Context: an optimization exercise on an open-source flow, tuned for small area and a short achievable clock period. The choices shown serve that exercise and are no tape-out recipe.
In this exercise RTL edits were held to simulation tests only and were not proved equivalent to the original.
Power figures rest on the tool's default switching activity, not on a simulated workload.

Setup of run a:
## mips_single_cycle
module mips_single_cycle
	#(parameter INS_SIZE=32)
	 (input logic clk,
	  input logic rst,  
	  input logic[INS_SIZE-1:0] instruction,
	  input logic[31:0] dm_q,
	  output logic dm_we,
	  output logic [15:0] dm_address,
	  output logic [31:0] dm_d,
	  output logic [31:0] pc_out
	 );
logic [5:0]  op;
logic [4:0]  rs, rt, rd, sa;
logic [5:0]  func;
logic [15:0] imm;
assign op   = instruction[31:26];
assign rs   = instruction[25:21];
assign rt   = instruction[20:16];
assign rd   = instruction[15:11];
assign sa   = instruction[10:6];
assign func = instruction[5:0];
assign imm  = instruction[15:0];
logic op_r, op_imm, op_lw, op_sw, op_lsi, op_beq, op_bne, op_j, op_jal, op_ret, op_bneg;
logic sext, rf_we, shamt_sel;
always_comb begin
	op_r    = (op == 6'd0);
	op_imm  = (op >= 6'd1) && (op <= 6'd7);
	op_lw   = (op == 6'd8) || (op == 6'd10);
	op_sw   = (op == 6'd9) || (op == 6'd11);
	op_lsi  = (op == 6'd10) || (op == 6'd11);   
	op_beq  = (op == 6'd12);
	op_bne  = (op == 6'd13);
	op_j    = (op == 6'd14);
	op_jal  = (op == 6'd15);
	op_ret  = (op == 6'd16);
	op_bneg = (op == 6'd17);
	sext    = (op == 6'd1) || (op == 6'd2);
	rf_we   = op_r | op_imm | op_lw | op_jal;
	shamt_sel = op_r && (func == 6'd5 || func == 6'd6 || func == 6'd7 || func == 6'd8);
end
logic        we_p;    
logic [4:0]  wa_p;    
logic [31:0] res_p;   
logic [31:1][31:0] regs;
logic [31:0] qs, qt;
logic [31:1] row_we, row_nwe, blk;
logic [31:1] rs_sel, rt_sel;
logic        hit_s, hit_t;
always_comb
	for (int i = 1; i < 32; i++) begin
  ...
==> flow/config.mk <==
export PLATFORM = sky130hd
export DESIGN_NAME = mips_single_cycle
export DESIGN_NICKNAME = mips_single_cycle
export VERILOG_FILES = /design/flow/design.v
export SDC_FILE = /design/flow/constraint.sdc
export NUM_CORES = 4
export LEC_CHECK = 0
export CAP_MARGIN = 20
export CORE_MARGIN = 2
export CORE_UTILIZATION = 60
export CTS_BUF_LIST = sky130_fd_sc_hd__clkbuf_8
export CTS_CLUSTER_DIAMETER = 50
export CTS_CLUSTER_SIZE = 16
export SLEW_MARGIN = 20
export SYNTH_HIERARCHICAL = 1
==> flow/constraint.sdc <==
create_clock -name core_clock -period 12.0 [get_ports {clk}]
set_input_delay 2.4000 -clock core_clock [delete_from_list [all_inputs] [get_ports {clk}]]
set_output_delay 2.4000 -clock core_clock [all_outputs]
set_load 0.01 [all_outputs]
standard.sh (not shown) runs the stock make flow with config.mk's settings and CLKGATE_MAP_FILE= SYNTH_SCRIPT=/design/flow/synth_recipe.tcl, a recipe that flattens the netlist after the stock synthesis.
==> flow/flow/run.sh <==
#!/bin/bash
# Standard ORFS layout with: synthesis sized for light loads (the layout's
# repair sizes up what timing needs), small buffers on the ports, and setup
# repair pushed past the 12 ns clock (after clock tree synthesis and again
# after global routing).
set -euo pipefail
V=("ABC_LOAD_IN_FF=1" "BUFFER_PORTS_ARGS=-buffer_cell sky130_fd_sc_hd__buf_2")
bash standard.sh cts "${V[@]}" SETUP_SLACK_MARGIN=5 TNS_END_PERCENT=100 > flow_to_cts.log 2>&1
bash standard.sh finish "${V[@]}" SETUP_SLACK_MARGIN=5.0 TNS_END_PERCENT=100 > flow_finish.log 2>&1
Run a: all stages complete, timing, DRC and antenna checks passed
The following lists how run b was set up differently from run a:
-- flow/flow/run.sh --
<<< run a, line 8
bash standard.sh cts "${V[@]}" SETUP_SLACK_MARGIN=5 TNS_END_PERCENT=100 > flow_to_cts.log 2>&1
bash standard.sh finish "${V[@]}" SETUP_SLACK_MARGIN=5.0 TNS_END_PERCENT=100 > flow_finish.log 2>&1
>>> run b, line 8
bash standard.sh cts "${V[@]}" SETUP_SLACK_MARGIN=5 TNS_END_PERCENT=100 > flow_to_cts.log 2>&1
bash standard.sh finish "${V[@]}" SETUP_SLACK_MARGIN=4.8 TNS_END_PERCENT=100 > flow_finish.log 2>&1
- The run with more routed wire is run a, not run b.
- Setup slack: run b less than run a
- Diff run a -> run b: total power now sits lower, area growth from synthesis to layout went down, time the final worst path needs with I/O delays and setup went up.
- Compared with run a, run b shows wire length on met2 lower by about 0.32%.
- Looking at run b and run a, the power share of the clock group is a wash.
- Cmp run b and run a / share of final-layout standard cells stronger than drive strength 1 / lower: run b
- Fraction of power consumed by combinational cells: run b < run a
- Sort run b and run a by fraction of area in registers, descending, and run b comes first.

==> what the ideal ports hide <==
The results above use ideal ports. As a check the final layouts listed here were re-extracted and re-timed, cells and wires unchanged. Step 1, drivers: a clkbuf_16 drives clk and a buf_2 each remaining input, both assumed. Step 2 times the ports against the registers' clock, not the clock port: input delays grow and output delays shrink by t, the midpoint of the rising clock arrivals with the driver on. Slacks: ideal / step 1 / step 2; pairs: ideal / step 1.
run | shift t [ns] | setup slack, ns | worst setup path after step 2 | latest minus earliest clock arrival (ns) | cell pins on the clock port's net
run a | 0.892 | 4.820 / 4.686 / 3.859 | input to register | 0.080 / 0.080 | 1
run b | 0.893 | 4.668 / 4.540 / 3.713 | input to register | 0.081 / 0.081 | 1
After both steps setup and hold are still met in every run listed. The setup slack of run a, which loses most, moves by -0.134 ns with the drivers and by -0.961 ns with both steps.
